Source: an optimization exercise on an open RTL-to-GDS flow (aim: small area and a short achievable clock period). Production flows keep margins and buffers that such runs may drop.
Only simulation tests tie the RTL to the original design; equivalence was not proved.

--- run.sh ---
#!/bin/bash
# synth_recipe.tcl (not shown) runs the flow's synth.tcl, then flattens the netlist and writes it again
# the make line also repeats each setting of config.mk as NAME=value (left out here)
make -C /OpenROAD-flow-scripts/flow DESIGN_CONFIG=/design/flow/config.mk WORK_HOME=/design/flow/orfs CLKGATE_MAP_FILE= SYNTH_SCRIPT=/design/flow/synth_recipe.tcl finish
--- config.mk ---
export PLATFORM = sky130hd
export DESIGN_NAME = mmu_top
export DESIGN_NICKNAME = mmu_top
export VERILOG_FILES = /design/flow/design.v
export SDC_FILE = /design/flow/constraint.sdc
export NUM_CORES = 4
export LEC_CHECK = 0
export CAP_MARGIN = 20
export CORE_MARGIN = 2
export CORE_UTILIZATION = 45
export SLEW_MARGIN = 20
--- constraint.sdc ---
create_clock -name core_clock -period 5.5 [get_ports {clk}]
set_input_delay 1.1000 -clock core_clock [delete_from_list [all_inputs] [get_ports {clk}]]
set_output_delay 1.1000 -clock core_clock [all_outputs]
set_load 0.01 [all_outputs]
--- design.v ---
module dsp_multiplier (
	dataa,
	datab,
	result);
	input	[7:0]  dataa;
	input	[7:0]  datab;
	output	[15:0]  result;
	assign result = $signed(dataa) * $signed(datab);
endmodule
module pe(
    input clk,
    input active,
    input signed [7:0] datain,
    input signed [7:0] win,
    input signed [15:0] sumin,
    input wwrite,
    output reg signed [15:0] maccout,
    output reg signed [7:0] dataout,
    output reg signed [7:0] wout,
    output reg wwriteout,
    output reg activeout
);
    reg signed [15:0] maccout_c;
    reg signed [7:0] dataout_c, wout_c;
    reg signed [7:0] weight, weight_c;
    reg wwriteout_c, activeout_c;
    wire [15:0] mult_result;
    dsp_multiplier mult (
        .dataa (datain),
        .datab (weight),
        .result(mult_result)
    );
    always @(*) begin
        activeout_c = active;
        if (active == 1'b1) begin
            dataout_c = datain;
            maccout_c = sumin + (mult_result);
        end  
        else begin
            dataout_c = dataout;
            maccout_c = maccout;
        end  
    end  
    always @(*) begin
        wwriteout_c = wwrite;
        if ((wwrite == 1'b1) || (wwriteout == 1'b1)) begin
            weight_c    = win;
            wout_c      = weight;
        end  
        else begin
            weight_c = weight;
            wout_c = 8'hAA;
        end  
    end  
    always @(posedge clk) begin
        maccout   <= maccout_c;
        dataout   <= dataout_c;
        weight    <= weight_c;
        wout      <= wout_c;
        wwriteout <= wwriteout_c;
        activeout <= activeout_c;
    end  
endmodule  
module sysArrRow(
    clk,
    active,
    datain,
    win,
    sumin,
    wwrite,
    maccout,
    wout,
    wwriteout,
    activeout,
    dataout
);
    parameter row_width = 2;
    localparam weight_width = 8 * row_width;  
    localparam sum_width = 16 * row_width;  
    input clk;
    input active;
    input signed [7:0] datain;  
    input [weight_width-1:0] win;  
    input [sum_width-1:0] sumin;  
    input [row_width-1:0] wwrite;  
    output wire [sum_width-1:0] maccout;
    output wire [weight_width-1:0] wout;
    output wire [row_width-1:0] wwriteout;
    output wire [row_width-1:0] activeout;
    output signed [7:0] dataout;
    wire [row_width-1:0] activeout_inter;
    wire [(weight_width-8)-1:0] dataout_inter;
    assign activeout = activeout_inter;
    genvar i;
    generate
        for (i = 0; i < row_width; i = i + 1) begin : genblk1
            if (i == 0) begin
                pe first_pe_inst(
                    .clk(clk),
                    .active(active),
                    .datain(datain),
                    .win(win[7:0]),
                    .sumin(sumin[15:0]),
                    .wwrite(wwrite[0]),
                    .maccout(maccout[15:0]),
                    .dataout(dataout_inter[7:0]),
                    .wout(wout[7:0]),
                    .wwriteout(wwriteout[0]),
                    .activeout(activeout_inter[i])
                );
            end  
            else if (i == row_width - 1) begin
                pe last_pe_inst(
                    .clk(clk),
                    .active(activeout_inter[i-1]),
                    .datain(dataout_inter[(i*8)-1:(i-1)*8]),
                    .win(win[((i+1)*8)-1:(i*8)]),
                    .sumin(sumin[((i+1)*16)-1:(i*16)]),
                    .wwrite(wwrite[row_width-1]),
                    .maccout(maccout[((i+1)*16)-1:(i*16)]),
                    .dataout(dataout),
                    .wout(wout[((i+1)*8)-1:(i*8)]),
                    .wwriteout(wwriteout[row_width-1]),
                    .activeout(activeout_inter[i])
                );
            end  
            else begin
                pe pe_inst(
                    .clk(clk),
                    .active(activeout_inter[i-1]),
                    .datain(dataout_inter[(i*8)-1:(i-1)*8]),
                    .win(win[((i+1)*8)-1:(i*8)]),
                    .sumin(sumin[((i+1)*16)-1:(i*16)]),
                    .wwrite(wwrite[i]),
                    .maccout(maccout[((i+1)*16)-1:(i*16)]),
                    .dataout(dataout_inter[((i+1)*8)-1:(i*8)]),
                    .wout(wout[((i+1)*8)-1:(i*8)]),
                    .wwriteout(wwriteout[i]),
                    .activeout(activeout_inter[i])
                );
            end  
        end  
    endgenerate
endmodule  
module sysArr(
    clk,
    active,
    datain,
    win,
    sumin,
    wwrite,
    maccout,
    wout,
    wwriteout,
    activeout,
    dataout
);
    parameter width_height = 2;
    localparam weight_width = 8 * width_height;  
    localparam sum_width = 16 * width_height;  
    localparam data_width = 8 * width_height;  
    input clk;
    input active;
    input [data_width-1:0] datain;  
    input [weight_width-1:0] win;  
    input [sum_width-1:0] sumin;  
    input [width_height-1:0] wwrite;  
    output wire [sum_width-1:0] maccout;  
    output wire [weight_width-1:0] wout;  
    output wire [width_height-1:0] wwriteout;  
    output wire [width_height-1:0] activeout;  
    output [data_width-1:0] dataout;  
    wire [((width_height-1)*width_height*16)-1:0] maccout_inter;
    wire [((width_height-1)*width_height*8)-1:0] wout_inter;
    wire [((width_height-1)*width_height)-1:0] wwriteout_inter;
    wire [((width_height-1)*width_height)-1:0] activeout_inter;
    genvar i;
    generate
        for (i = 0; i < width_height; i = i + 1) begin : genblk1
            if (i == 0) begin
                sysArrRow first_sysArrRow_inst(
                    .clk      (clk),
                    .active   (active),
                    .datain   (datain[((i+1)*8)-1:(i*8)]),
                    .win      (win),
                    .sumin    ({sum_width{1'b0}}),  
                    .wwrite   (wwrite),
                    .maccout  (maccout_inter[((i+1)*width_height*16)-1:(i*width_height*16)]),
                    .wout     (wout_inter[((i+1)*width_height*8)-1:(i*width_height*8)]),
                    .wwriteout(wwriteout_inter[((i+1)*width_height)-1:(i*width_height)]),
                    .activeout(activeout_inter[((i+1)*width_height)-1:(i*width_height)]),
                    .dataout  (dataout[((i+1)*8)-1:(i*8)])
                );
                defparam first_sysArrRow_inst.row_width = width_height;
            end  
            else if (i == width_height-1) begin
                sysArrRow last_sysArrRow_inst(
                    .clk      (clk),
                    .active   (activeout_inter[((i-1)*width_height)]),
                    .datain   (datain[((i+1)*8)-1:(i*8)]),
                    .win      (wout_inter[(i*width_height*8)-1:((i-1)*width_height*8)]),
                    .sumin    (maccout_inter[(i*width_height*16)-1:((i-1)*width_height*16)]),
                    .wwrite   (wwriteout_inter[(i*width_height)-1:((i-1)*width_height)]),
                    .maccout  (maccout),
                    .wout     (wout),
                    .wwriteout(wwriteout),
                    .activeout(activeout),
                    .dataout  (dataout[((i+1)*8)-1:(i*8)])
                );
                defparam last_sysArrRow_inst.row_width = width_height;
            end  
            else begin
                sysArrRow sysArrRow_inst(
                    .clk      (clk),
                    .active   (activeout_inter[((i-1)*width_height)]),
                    .datain   (datain[((i+1)*8)-1:(i*8)]),
                    .win      (wout_inter[(i*width_height*8)-1:((i-1)*width_height*8)]),
                    .sumin    (maccout_inter[(i*width_height*16)-1:((i-1)*width_height*16)]),
                    .wwrite   (wwriteout_inter[(i*width_height)-1:((i-1)*width_height)]),
                    .maccout  (maccout_inter[((i+1)*width_height*16)-1:(i*width_height*16)]),
                    .wout     (wout_inter[((i+1)*width_height*8)-1:(i*width_height*8)]),
                    .wwriteout(wwriteout_inter[((i+1)*width_height)-1:(i*width_height)]),
                    .activeout(activeout_inter[((i+1)*width_height)-1:(i*width_height)]),
                    .dataout  (dataout[((i+1)*8)-1:(i*8)])
                );
                defparam sysArrRow_inst.row_width = width_height;
            end  
        end  
    endgenerate
endmodule  
module mmu_top(
    clk,
    active,
    datain,
    win,
    wwrite,
    maccout,
    wout,
    wwriteout,
    activeout,
    dataout
);
    parameter WIDTH_HEIGHT = 8;
    input clk;
    input active;
    input [8*WIDTH_HEIGHT-1:0] datain;
    input [8*WIDTH_HEIGHT-1:0] win;
    input [WIDTH_HEIGHT-1:0] wwrite;
    output wire [16*WIDTH_HEIGHT-1:0] maccout;
    output wire [8*WIDTH_HEIGHT-1:0] wout;
    output wire [WIDTH_HEIGHT-1:0] wwriteout;
    output wire [WIDTH_HEIGHT-1:0] activeout;
    output wire [8*WIDTH_HEIGHT-1:0] dataout;
    sysArr sysArr(
        .clk      (clk),
        .active   (active),
        .datain   (datain),
        .win      (win),
        .sumin    ({16*WIDTH_HEIGHT{1'b0}}),
        .wwrite   (wwrite),
        .maccout  (maccout),
        .wout     (wout),
        .wwriteout(wwriteout),
        .activeout(activeout),
        .dataout  (dataout)
    );
    defparam sysArr.width_height = WIDTH_HEIGHT;
endmodule  
==> summary.txt <==
Status
  – Run status: finished clean

Die
  – Starting Density: 45.2%
  – Core Rows: 276
  – Die Span Y: 757 um
  – DIE AREA: 0.573 mm^2
  – I/O Pins: 410
  – CORE AREA: about 0.56 mm^2
  – DIE WIDTH: 757 um

Logic synthesis
  – Yosys top cell by area: fa_1
  – Most used flip-flop cell after synthesis: edfxtp_1
  – Sequential-to-total area share from yosys stat: 28.7%
  – Synth area leaders: fa_1 (35%), edfxtp_1 (24%), ha_1 (11%), inv_1 (6.7%), and2_1 (5.2%)
  – Synth warn: 1
  – Synth top area share: 34.6%
  – Cell count after synthesis: 22000
  – Syn_nets: just under 30000
  – Synthesized area per cell: 11.6 um^2
  – Post-synthesis cell area: 0.255 mm^2
  – Synth cell types: 68
  – Synthesized flop and latch total: 2639
  – Share of flip-flops with an asynchronous set or reset: 0%
  – EDFF count, synth: 2048

Placement
  – Routability congestion estimate: between 0.8 and 0.9
  – Hpwl dp: 416000 um
  – IO Port Bufs: 409

Clock tree
  – Clock root buffer master: clkbuf_16
  – Clock slew at reported path FFs: 0.06 ns
  – Sink Count: between 2000 and 3000
  – TritonCTS clock tree: done
  – Clk buf depth: 4
  – Worst-Skew Late Latency: 0.99 ns
  – CTS buffer count: 318
  – CTS H-tree depth: 5

GRT
  – Initial antenna violation count: 16
  – Largest net degree at the start of global routing: 115
  – GR Overflow Total: 0
  – Vias in the first global route: around 160k
  – First-pass GRT wire length: between 800000 and 900000 um
  – GRT Total Usage: 18.4%

Setup path
  – Crit start category: flip-flop
  – Crit path capture type: flip-flop
  – Reg2reg setup slack: 0.29 ns
  – CP max FO: 9
  – R2R depth: 12
  – CP Data Required Time: 6.21 ns
  – Worst EP arrival: 5.92 ns
  – CP Class: reg -> reg

STA
  – Max-slew violations: 0
  – Setup TNS: 0 ns
  – Fin. Hold Viols: 0
  – Slew HR: 33.1%
  – Ratio of final minimum period to clock period: 94.7%
  – Final min period: 5.21 ns
  – Endpoints failing setup: 0
  – RSZ-0062 raised after global routing: no
  – Setup Skew: about 0.063 ns
  – Maximum clock rate: just under 200 MHz
  – Worst-margin pin slew: 1.00 ns
  – Hold_ws: around 0.37 ns

Routing
  – ANT nets after route: 0
  – Drt total wl: 504000 um
  – Via-per-instance ratio: 4.81
  – Via total after detailed routing: 148000
  – Initial drt markers: between 6000 and 7000
  – Avg WL per Cell: 16.3 um
  – Drt pass-1 iters: 5
  – Drt drc: 0

Hold path
  – Worst min path class: reg -> reg
  – Min-Delay Path Depth: 0

Finish
  – Layout Nets: 29900
  – Final core utilization: 50.1%
  – Fraction of layout cells with a size suffix above 1: 5.41%
  – Commonest non-fill, non-tap cell in the layout: inv_1
  – Synthesis-to-finish area growth: 10.8%
  – Most frequent cells in the layout: inv_1 (4535), fa_1 (4416), ha_1 (2304)

Flow run
  – Max_cap viols: 0
routing by layer:
| layer | vias up | GRT usage [%] | wire (um) |
|---|---|---|---|
| li1 | 70200 | - | - |
| met1 | 75500 | 25.9 | 239000 |
| met2 | 1819 | 30.7 | 236000 |
| met3 | 600 | 2.39 | 18800 |
| met4 | 16 | 3.39 | 9650 |
| met5 | - | 0 | 103 |
critical path, stage by stage, from the launching register on:
cell       delay (ns)
edfxtp_1         0.60
and2_1           0.51
fa_1             0.53
fa_1             0.52
fa_1             0.57
fa_1             0.41
ha_1             0.28
ha_1             0.21
or4_1            0.54
a2bb2oi_1        0.17
a31oi_1          0.27
o21ai_0          0.19
xnor2_1          0.15
metrics by stage:
stage / setup WS [ns] / instance area [um^2] / cells
2_1_floorplan: 0.00670 / 255000 / 22000
3_3_place_gp: -0.524 / 272000 / 30200
3_5_place_dp: -0.589 / 272000 / 30200
4_1_cts: 0.131 / 283000 / 30800
5_1_grt: 0.0000790 / 283000 / 30800
6_report: 0.292 / 283000 / 30800
cells in the mapped netlist (4+ instances only):
library cell / count
inv_1: 4535
fa_1: 4416
ha_1: 2304
and2_1: 2133
edfxtp_1: 2048
nand2_1: 1677
xnor2_1: 1039
nor2_1: 771
dfxtp_1: 591
nor2b_1: 338
a21oi_1: 296
or2_2: 217
xor2_1: 207
o21ai_0: 205
o21a_1: 162
nand2b_1: 144
a21o_1: 142
clkbuf_1: 139
a211oi_1: 92
o21bai_1: 72
nor3_1: 65
clkinv_1: 56
a31oi_1: 50
o31ai_1: 48
or4_1: 37
o41ai_1: 29
o22ai_1: 24
o31a_1: 19
o211ai_1: 18
a2bb2oi_1: 16
buf_4: 16
nand3_1: 14
a211o_1: 10
a31o_2: 9
a311oi_1: 8
nand4_1: 6
nor4_1: 6
and3_1: 4
nand3b_1: 4
o22a_1: 4
kinds of logic after synthesis:
group	share of synthesized area, %
simple gates	10.9
fa+ha+maj	45.9
mux	0.0167
xor+xnor	4.27
buf+inv	7.01
compound gates	3.19
flops	28.7
timing repair:
action,CTS,global route
resized for setup,0,3
setup buffers,0,3
endpoints found under the setup margin,0,4
hold buffers,0,0
how the worst max path moves through the flow:
stage                     end        from
floorplan           flip-flop  datain[23]
global placement    flip-flop  datain[15]
detailed placement  flip-flop  datain[15]
CTS                 flip-flop   flip-flop
global route        flip-flop   flip-flop
finish              flip-flop   flip-flop
layout make-up:
| class | instances | area, um^2 |
|---|---|---|
| antenna | 3 | 7.51 |
| clock buffer | 405 | 8900 |
| clock inverter | 182 | 2070 |
| fill | 50600 | 282000 |
| inverter | 4591 | 17200 |
| multi-input combinational | 14600 | 164000 |
| sequential | 2639 | 73400 |
| tap | 7506 | 9390 |
| timing repair buffer | 885 | 7750 |

port drivers added, routing unchanged:
The flow's constraints put no driver on any port. The routed layout listed below was extracted and timed again, unchanged, in two steps. Step 1, drivers: a clkbuf_16 drives clk and a buf_2 each remaining input, both assumed. Step 2, shift: input delay + t, output delay - t, t = (earliest + latest rising clock arrival at the registers) / 2. This alone moves slack from input paths to output paths. a / b / c = no drivers / after step 1 / after step 2; a / b = the first two.
shift t [ns]: 1.075
setup WS [ns]: 0.292 / 0.292 / -0.602
hold slack, ns: 0.367 / 0.367 / 0.367
worst data-port slew with drivers (ns): 0.11
Met with ideal ports but missed after step 2: setup timing in this run. The setup slack of this run moves by 0.000 ns with the drivers and by -0.894 ns with both steps.
